This is an optimization exercise on Yosys and OpenROAD, whose aim is small area, not a production implementation.
Where RTL was checked, it was by simulation tests only, not by an equivalence proof against the original.
The flow treats the clock pin as an ideal source. Dropping or thinning the clock tree relies on that and would not hold on a real chip.
Power is estimated from default activity; no workload was simulated.

## v6
==> module morse_generator, before the edit <==
module morse_generator
    (
        input wire clk_i,          
        input wire reset_i,        
        input wire [7:0] ascii_i,  
        input wire en_i,           
        output wire morse_o        
    );
    localparam [15:0] SEED = 16'h300c;
    localparam [15:0] T1 = 16'h66ec;  
    localparam [15:0] T3 = 16'hee4c;  
    localparam [15:0] T7 = 16'hee6c;  
    localparam [1:0] IDLE = 2'b00, ON = 2'b01, OFF = 2'b10, DONE = 2'b11;
    reg [1:0] state;
    reg [6:0] m;
    reg [15:0] cnt;
    wire [6:0] code;
    wire valid;
    ascii_to_morse_code ascii_to_morse (.ascii_i(ascii_i), .code_o(code), .valid_o(valid));
    wire last = ~(|m[6:2]);      
    wire word = last & ~m[1];    
    wire finish = (state == ON)  ? (m[0] ? (cnt == T1) : (cnt == T3)) :
                  (state == OFF) ? (word ? (cnt == T7) : (cnt == T1)) : 1'b0;
    assign morse_o = (state == ON);
    always @(posedge clk_i) begin
        if (state == IDLE || state == DONE || finish) cnt <= SEED;
        else cnt <= {cnt[14:0], cnt[15] ^ cnt[6]};
        if (state == IDLE) m <= code;
        else if (state == OFF && finish) m <= {1'b0, m[6:1]};
    end
    always @(posedge clk_i or posedge reset_i) begin
        if (reset_i) begin
            state <= IDLE;
        end else begin
            case (state)
                IDLE: if (en_i & valid) state <= (|code[6:1]) ? ON : OFF;
                ON:   if (finish) state <= OFF;
                OFF:  if (finish) state <= last ? DONE : ON;
                DONE: if (!en_i) state <= IDLE;
            endcase
        end
    end
endmodule
==> flow/config.mk <==
export PLATFORM = sky130hd
export DESIGN_NAME = top
export DESIGN_NICKNAME = top
export VERILOG_FILES = /design/flow/design.v
export SDC_FILE = /design/flow/constraint.sdc
export NUM_CORES = 4
export LEC_CHECK = 0
export CAP_MARGIN = 20
export CORE_MARGIN = 2
export CORE_UTILIZATION = 70
export SLEW_MARGIN = 20
==> flow/constraint.sdc <==
create_clock -name core_clock -period 10.0 [get_ports {clk_i}]
set_input_delay 2.0000 -clock core_clock [delete_from_list [all_inputs] [get_ports {clk_i}]]
set_output_delay 2.0000 -clock core_clock [all_outputs]
set_load 0.01 [all_outputs]
standard.sh (not shown) runs the stock make flow with config.mk's settings and CLKGATE_MAP_FILE= SYNTH_SCRIPT=/design/flow/synth_recipe.tcl, a recipe that flattens the netlist after the stock synthesis.
==> flow/flow/run.sh <==
#!/bin/bash
# Own layout flow: the standard ORFS flow (standard.sh) run with a copy of the
# ORFS scripts in which
#  - synthesis maps the logic with an area-oriented ABC script (abc_area.script);
#    the flip-flops are mapped before ABC runs, so they are the standard ones;
#    adders are not extracted into ha/fa cells first (ADDER_MAP_FILE empty), so
#    ABC optimises all of the logic; this does not touch the flip-flops;
#  - clock tree synthesis builds a small balanced buffer tree (manual_tree.tcl:
#    a clkbuf_16 root driving 16 clkbuf_4 leaves, each leaf upsized to clkbuf_8
#    if its estimated slew is over 110 ps) instead of running TritonCTS.
#  - the ports are buffered with buf_1 (the standard flow picks clkdlybuf4s50_1).
# Each tool's output goes to the ORFS logs under orfs/logs; make's output to standard.log.
set -euo pipefail
HERE=$PWD
rm -rf myscripts
cp -r "$FLOW_HOME/scripts" myscripts
cp flow/abc_area.script myscripts/abc_speed.script
python3 - "$HERE" <<'PY'
import sys
here = sys.argv[1]
p = 'myscripts/cts.tcl'
s = open(p).read()
old = 'log_cmd clock_tree_synthesis {*}$cts_args'
assert old in s
s = s.replace(old, 'source %s/flow/manual_tree.tcl\nmanual_clock_tree clk_i 4 sky130_fd_sc_hd__clkbuf_4 sky130_fd_sc_hd__clkbuf_16\nset_propagated_clock [all_clocks]\nmanual_clock_tree_upsize 0.110 sky130_fd_sc_hd__clkbuf_8' % here)
open(p, 'w').write(s)
PY
export ADDER_MAP_FILE=
export BUFFER_PORTS_ARGS="-buffer_cell sky130_fd_sc_hd__buf_1"
SCRIPTS_DIR=$HERE/myscripts bash standard.sh > standard.log 2>&1
Other scripts of this flow, unchanged in this note and not shown: flow/flow/abc_area.script, flow/flow/manual_tree.tcl
### v6 -> v7
diff --git a/flow/design.v b/flow/design.v
--- a/flow/design.v
+++ b/flow/design.v
@@ -31,38 +31,43 @@
         input wire reset_i,        
         input wire [7:0] ascii_i,  
         input wire en_i,           
         output wire morse_o        
     );
-    localparam [15:0] SEED = 16'h300c;
-    localparam [15:0] T1 = 16'h66ec;  
-    localparam [15:0] T3 = 16'hee4c;  
-    localparam [15:0] T7 = 16'hee6c;  
     localparam [1:0] IDLE = 2'b00, ON = 2'b01, OFF = 2'b10, DONE = 2'b11;
     reg [1:0] state;
     reg [6:0] m;
-    reg [15:0] cnt;
+    reg [12:0] p;
+    reg [2:0] u;
     wire [6:0] code;
     wire valid;
     ascii_to_morse_code ascii_to_morse (.ascii_i(ascii_i), .code_o(code), .valid_o(valid));
     wire last = ~(|m[6:2]);      
     wire word = last & ~m[1];    
-    wire finish = (state == ON)  ? (m[0] ? (cnt == T1) : (cnt == T3)) :
-                  (state == OFF) ? (word ? (cnt == T7) : (cnt == T1)) : 1'b0;
+    wire active = (state == ON) | (state == OFF);
+    wire start = (state == IDLE) & en_i & valid;
+    wire last_unit = (state == ON) ? (m[0] ? (u == 3'd0) : (u == 3'd2)) :
+                                     (word ? (u == 3'd6) : (u == 3'd0));
+    wire at_j = (p == 13'h0fff);
+    wire at_e = (p == 13'h1000);
+    wire finish = active & at_e & last_unit;
+    wire to_done = (state == OFF) & last;
+    wire fb = active ? (p[12] ^ p[2] ^ (at_j & ~last_unit) ^ (at_e & last_unit & to_done)) : start;
     assign morse_o = (state == ON);
     always @(posedge clk_i) begin
-        if (state == IDLE || state == DONE || finish) cnt <= SEED;
-        else cnt <= {cnt[14:0], cnt[15] ^ cnt[6]};
+        p <= {p[11:0], fb};
+        if (!active) u <= 3'd0;
+        else if (at_e) u <= last_unit ? 3'd0 : u + 3'd1;
         if (state == IDLE) m <= code;
         else if (state == OFF && finish) m <= {1'b0, m[6:1]};
     end
     always @(posedge clk_i or posedge reset_i) begin
         if (reset_i) begin
             state <= IDLE;
         end else begin
             case (state)
-                IDLE: if (en_i & valid) state <= (|code[6:1]) ? ON : OFF;
+                IDLE: if (start) state <= (|code[6:1]) ? ON : OFF;
                 ON:   if (finish) state <= OFF;
                 OFF:  if (finish) state <= last ? DONE : ON;
                 DONE: if (!en_i) state <= IDLE;
             endcase
         end
==> run summary <==
v7: done, clean on timing, DRC and antenna. Looking at fraction of standard cell area that is sequential, v7 sits 0.62 points higher than v6 does. Cmp v6 and v7 / met2 demand-to-capacity share in global routing / higher: v6. Of v6 and v7, the run reporting the lower first-iteration DRC count was v7. The final reports for v7 and v6 show placed wire-length estimate lower in the former. In terms of starting density of the core, v7 and v6 differ only marginally. Share of total power in the clock network for v7: 0.7 points down relative to v6.
No run of this note takes its clock network from TritonCTS; it comes from the design's own scripts or RTL.

========
top, a different RTL version from the one above (not shown whole).
For scale: roughly 16 I/O pins.
==> module fifo, before the edit <==
module fifo
    (
        input wire clk_i,            
        input wire reset_i,          
        input wire read_i,           
        input wire write_i,          
        input wire [7:0] wdata_i,    
        input wire [2:0] rbit_i,     
        output reg rbit_o,           
        input wire busy_i,           
        output wire full_o,          
        output wire pend_o           
    );
    reg pend;
    assign pend_o = pend;
    reg [7:0] ring [0:7];
    reg [2:0] dw, dr;
    assign full_o = (dw == dr) & busy_i;
    wire store = pend & (dw == 3'd0);
    wire [7:0] out = ring[7];
    integer i;
    always @(posedge clk_i) begin
        ring[0] <= ring[7];
        for (i = 1; i < 7; i = i + 1) ring[i] <= ring[i-1];
        ring[7] <= store ? wdata_i : ring[6];
        if (dr == 3'd0) rbit_o <= out[rbit_i];
    end
    always @(posedge clk_i, posedge reset_i) begin
        if (reset_i) begin
            dw <= 3'd0;
            dr <= 3'd0;
            pend <= 1'b0;
        end else begin
            dw <= dw + {1'b0, write_i, ~write_i};
            dr <= dr + {1'b0, read_i, ~read_i};
            if (write_i) pend <= 1'b1;
            else if (store) pend <= 1'b0;
        end
    end
endmodule
==> module uart_receiver, before the edit <==
module uart_receiver
    (
        input wire clk_i,         
        input wire reset_i,       
        input wire rx_i,          
        input wire baud_i,        
        output wire rx_done_o,    
        output wire rx_done_q_o,  
        output reg baud_q,        
        output reg [7:0] data_o   
    );
    reg [7:4] slot;
    reg [3:0] tick;
    wire [7:0] c = {slot, tick};
    wire [7:0] c_inc = c + 8'd1;
    reg rx_q;
    wire idle = c[7] & c[5];                     
    wire last = baud_q & (&c[3:0]);              
    wire data_slot = (~c[7] & (|c[6:4])) | (c[7] & ~c[5] & ~c[4]);  
    assign rx_done_o = baud_i & c[7] & c[4] & (&c[3:0]);
    assign rx_done_q_o = last & c[7] & c[4];
    always @(posedge clk_i) begin
        if (idle) tick <= 4'h8;
        else if (baud_q) tick <= c_inc[3:0];
    end
    always @(posedge clk_i, posedge reset_i) begin
        if (reset_i) begin
            rx_q <= 1'b1;
            baud_q <= 1'b0;
            slot <= 4'ha;
            data_o <= 8'h00;
        end else begin
            rx_q <= rx_i;
            baud_q <= baud_i;
            if (idle) begin
                if (~rx_q) slot <= 4'h0;
            end else if (baud_q) begin
                slot <= c_inc[7:4];
            end
            if (last & data_slot)
                data_o <= {rx_q, data_o[7:1]};
        end
    end
endmodule
==> module uart_transmitter, before the edit <==
module uart_transmitter
    (
        input wire clk_i,           
        input wire reset_i,         
        input wire tx_start_i,      
        input wire baud_i,          
        input wire baud_q_i,        
        output wire [2:0] bit_o,    
        input wire bit_i,           
        output wire tx_done_o,      
        output wire busy_o,         
        output reg tx_o             
    );
    reg [7:4] slot;
    reg [3:0] tick;
    wire [7:0] c = {slot, tick};
    wire [7:0] c_inc = c + 8'd1;
    wire idle = c[7] & c[5];                     
    wire start = ~(|c[7:4]);                     
    wire stop = c[7] & c[4];                     
    wire first = baud_q_i & ~(|c[3:0]);          
    assign bit_o = c[6:4];
    assign busy_o = ~idle;
    assign tx_done_o = baud_i & stop & (&c[3:0]);
    always @(posedge clk_i) begin
        if (idle) tick <= 4'h0;
        else if (baud_i) tick <= c_inc[3:0];
    end
    always @(posedge clk_i, posedge reset_i) begin
        if (reset_i) begin
            slot <= 4'ha;
            tx_o <= 1'b0;
        end else begin
            if (idle) begin
                if (tx_start_i) slot <= 4'h0;
            end else if (baud_i) begin
                slot <= c_inc[7:4];
            end
            if (idle | stop) tx_o <= 1'b1;
            else if (start) tx_o <= 1'b0;
            else if (first) tx_o <= bit_i;
        end
    end
endmodule
==> module uart_echo, before the edit <==
module uart_echo
    (
        input wire clk_i,              
        input wire reset_i,            
        input wire rx_i,               
        output wire tx_o,              
        output wire [7:0] rx_data_o,   
        output wire rx_done_o          
    );
    wire baud, baud_q, rx_done_q, tx_done, tx_busy, full, rbit, pend;
    wire [2:0] rbit_sel;
    wire tx_start = rx_done_q & pend;
    wire fifo_write = rx_done_o & ~full;
    wire fifo_read = tx_done;
    baud_generator baud_gen (
        .clk_i(clk_i), .reset_i(reset_i), .tick_o(baud)
    );
    uart_receiver uart_rx (
        .clk_i(clk_i), .reset_i(reset_i), .rx_i(rx_i), .baud_i(baud),
        .rx_done_o(rx_done_o), .rx_done_q_o(rx_done_q), .baud_q(baud_q), .data_o(rx_data_o)
    );
    fifo fifo_rx (
        .clk_i(clk_i), .reset_i(reset_i), .read_i(fifo_read), .write_i(fifo_write),
        .wdata_i(rx_data_o), .rbit_i(rbit_sel), .rbit_o(rbit), .busy_i(tx_busy), .full_o(full), .pend_o(pend)
    );
    uart_transmitter uart_tx (
        .clk_i(clk_i), .reset_i(reset_i), .tx_start_i(tx_start), .baud_i(baud),
        .baud_q_i(baud_q), .bit_o(rbit_sel), .bit_i(rbit), .tx_done_o(tx_done), .busy_o(tx_busy), .tx_o(tx_o)
    );
endmodule
==> module seven_seg_controller, before the edit <==
module seven_seg_controller
    (
        input wire clk_i,          
        input wire reset_i,        
        input wire [7:0] data_i,   
        output reg [6:0] segs_o,   
        output wire [3:0] anodes_o  
    );
    localparam [14:0] LAST = 15'h46c5;  
    reg [14:0] s;
    reg blank;                          
    reg [1:0] sel;                      
    wire step = (s == LAST);
    assign anodes_o = {blank | ~(sel == 2'd3), blank | ~(sel == 2'd2),
                       blank | ~(sel == 2'd1), blank | ~(sel == 2'd0)};
    always @(posedge clk_i or posedge reset_i) begin
        if (reset_i) begin
            s <= LAST;
            blank <= 1'b1;
            sel <= 2'd0;
        end else begin
            s <= {s[13:0], s[14] ^ s[13] ^ step};
            if (step) begin
                blank <= 1'b0;
                if (!blank) sel <= sel + 2'd1;
            end
        end
    end
    wire [3:0] digit_val = (blank | sel[1]) ? 4'h0 : (sel[0] ? data_i[7:4] : data_i[3:0]);
    always @* begin
        case (digit_val)
            4'h0:    segs_o = 7'b1000000;
            4'h1:    segs_o = 7'b1111001;
            4'h2:    segs_o = 7'b0100100;
            4'h3:    segs_o = 7'b0110000;
            4'h4:    segs_o = 7'b0011001;
            4'h5:    segs_o = 7'b0010010;
            4'h6:    segs_o = 7'b0000010;
            4'h7:    segs_o = 7'b1111000;
            4'h8:    segs_o = 7'b0000000;
            4'h9:    segs_o = 7'b0010000;
            4'hA:    segs_o = 7'b0001000;
            4'hB:    segs_o = 7'b0000011;
            4'hC:    segs_o = 7'b1000110;
            4'hD:    segs_o = 7'b0100001;
            4'hE:    segs_o = 7'b0000110;
            4'hF:    segs_o = 7'b0001110;
        endcase
    end
endmodule
==> flow/config.mk <==
export PLATFORM = sky130hd
export DESIGN_NAME = top
export DESIGN_NICKNAME = top
export VERILOG_FILES = /design/flow/design.v
export SDC_FILE = /design/flow/constraint.sdc
export NUM_CORES = 4
export LEC_CHECK = 0
export CAP_MARGIN = 20
export CORE_MARGIN = 2
export CORE_UTILIZATION = 70
export SLEW_MARGIN = 20
==> flow/constraint.sdc <==
create_clock -name core_clock -period 10.0 [get_ports {clk_i}]
set_input_delay 2.0000 -clock core_clock [delete_from_list [all_inputs] [get_ports {clk_i}]]
set_output_delay 2.0000 -clock core_clock [all_outputs]
set_load 0.01 [all_outputs]
Scripts as last shown in full above: flow/flow/run.sh
Other scripts of this flow, unchanged in this note and not shown: flow/flow/abc_area.script, flow/flow/manual_tree.tcl
Rerun with:
--- a/flow/design.v
+++ b/flow/design.v
@@ -100,13 +100,11 @@
         input wire [2:0] rbit_i,     
         output reg rbit_o,           
-        input wire busy_i,           
-        output wire full_o,          
-        output wire pend_o           
+        output wire full_o           
     );
-    reg pend;
-    assign pend_o = pend;
     reg [7:0] ring [0:7];
     reg [2:0] dw, dr;
-    assign full_o = (dw == dr) & busy_i;
+    reg pend;                        
+    reg lastw;                       
+    assign full_o = (dw == dr) & lastw;
     wire store = pend & (dw == 3'd0);
     wire [7:0] out = ring[7];
@@ -123,4 +121,5 @@
             dr <= 3'd0;
             pend <= 1'b0;
+            lastw <= 1'b0;
         end else begin
             dw <= dw + {1'b0, write_i, ~write_i};
@@ -128,4 +127,5 @@
             if (write_i) pend <= 1'b1;
             else if (store) pend <= 1'b0;
+            if (write_i ^ read_i) lastw <= write_i;
         end
     end
@@ -139,5 +139,4 @@
         input wire baud_i,        
         output wire rx_done_o,    
-        output wire rx_done_q_o,  
         output reg baud_q,        
         output reg [7:0] data_o   
@@ -152,5 +151,4 @@
     wire data_slot = (~c[7] & (|c[6:4])) | (c[7] & ~c[5] & ~c[4]);  
     assign rx_done_o = baud_i & c[7] & c[4] & (&c[3:0]);
-    assign rx_done_q_o = last & c[7] & c[4];
     always @(posedge clk_i) begin
         if (idle) tick <= 4'h8;
@@ -187,5 +185,4 @@
         input wire bit_i,           
         output wire tx_done_o,      
-        output wire busy_o,         
         output reg tx_o             
     );
@@ -199,5 +196,4 @@
     wire first = baud_q_i & ~(|c[3:0]);          
     assign bit_o = c[6:4];
-    assign busy_o = ~idle;
     assign tx_done_o = baud_i & stop & (&c[3:0]);
     always @(posedge clk_i) begin
@@ -231,7 +227,7 @@
         output wire rx_done_o          
     );
-    wire baud, baud_q, rx_done_q, tx_done, tx_busy, full, rbit, pend;
+    wire baud, baud_q, tx_done, full, rbit;
     wire [2:0] rbit_sel;
-    wire tx_start = rx_done_q & pend;
+    reg tx_start;
     wire fifo_write = rx_done_o & ~full;
     wire fifo_read = tx_done;
@@ -241,14 +237,18 @@
     uart_receiver uart_rx (
         .clk_i(clk_i), .reset_i(reset_i), .rx_i(rx_i), .baud_i(baud),
-        .rx_done_o(rx_done_o), .rx_done_q_o(rx_done_q), .baud_q(baud_q), .data_o(rx_data_o)
+        .rx_done_o(rx_done_o), .baud_q(baud_q), .data_o(rx_data_o)
     );
     fifo fifo_rx (
         .clk_i(clk_i), .reset_i(reset_i), .read_i(fifo_read), .write_i(fifo_write),
-        .wdata_i(rx_data_o), .rbit_i(rbit_sel), .rbit_o(rbit), .busy_i(tx_busy), .full_o(full), .pend_o(pend)
+        .wdata_i(rx_data_o), .rbit_i(rbit_sel), .rbit_o(rbit), .full_o(full)
     );
     uart_transmitter uart_tx (
         .clk_i(clk_i), .reset_i(reset_i), .tx_start_i(tx_start), .baud_i(baud),
-        .baud_q_i(baud_q), .bit_o(rbit_sel), .bit_i(rbit), .tx_done_o(tx_done), .busy_o(tx_busy), .tx_o(tx_o)
+        .baud_q_i(baud_q), .bit_o(rbit_sel), .bit_i(rbit), .tx_done_o(tx_done), .tx_o(tx_o)
     );
+    always @(posedge clk_i, posedge reset_i) begin
+        if (reset_i) tx_start <= 1'b0;
+        else         tx_start <= fifo_write;
+    end
 endmodule
 `timescale 1ns/1ps
@@ -262,21 +262,19 @@
     );
     localparam [14:0] LAST = 15'h46c5;  
+    localparam [14:0] PRE = 15'h06c5;   
     reg [14:0] s;
-    reg blank;                          
     reg [1:0] sel;                      
-    wire step = (s == LAST);
+    wire low = (s[13:0] == LAST[13:0]);
+    wire step = low & s[14];            
+    wire blank = low & ~s[14];          
     assign anodes_o = {blank | ~(sel == 2'd3), blank | ~(sel == 2'd2),
                        blank | ~(sel == 2'd1), blank | ~(sel == 2'd0)};
     always @(posedge clk_i or posedge reset_i) begin
         if (reset_i) begin
-            s <= LAST;
-            blank <= 1'b1;
+            s <= PRE;
             sel <= 2'd0;
         end else begin
             s <= {s[13:0], s[14] ^ s[13] ^ step};
-            if (step) begin
-                blank <= 1'b0;
-                if (!blank) sel <= sel + 2'd1;
-            end
+            if (step) sel <= sel + 2'd1;
         end
     end
=> Core utilization increases by 0.32 points; via count is higher by about 6%; synthesized cell count goes up by 4.6%; routed wire length came out higher by 2.2%; setup slack gets worse by 0.33 ns; power falls by 0.33%; design area goes up by about 1.5%; global-route usage came out higher by 0.29 points; register-to-register slack got worse by 0.25 ns; hold slack loses 0.0049 ns.
No functional check of the RTL was part of the second run of this note. No run of this note takes its clock network from TritonCTS; it comes from the design's own scripts or RTL.

## what the ideal ports hide
How much do the figures lean on ideal ports? The routed layouts below were timed once more, with nothing changed but the port constraints.
Step 1, drivers: a clkbuf_16 drives clk_i and a buf_2 each remaining input, both assumed.
Step 2 adds t to the input delays and takes it off the output delays; t is the mean of the earliest and latest rising clock arrival at the registers after step 1. Input paths then give back, and output paths get back, about the clock's delay inside the block.
Slacks: ideal ports / drivers / drivers and shift; pairs: ideal ports / drivers.
| run | t, ns | setup WS [ns] | hold slack, ns |
|---|---|---|---|
| v6 | 0.380 | 4.981 / 4.949 / 5.328 | 0.326 / 0.326 / 0.326 |
| v7 | 0.390 | 5.273 / 5.237 / 5.627 | 0.324 / 0.324 / 0.324 |
| the first run of note 2 | 0.383 | 5.115 / 5.082 / 5.465 | 0.331 / 0.331 / 0.331 |
| the second run of note 2 | 0.378 | 4.789 / 4.756 / 5.134 | 0.326 / 0.326 / 0.326 |
After both steps setup and hold are still met in every run listed.
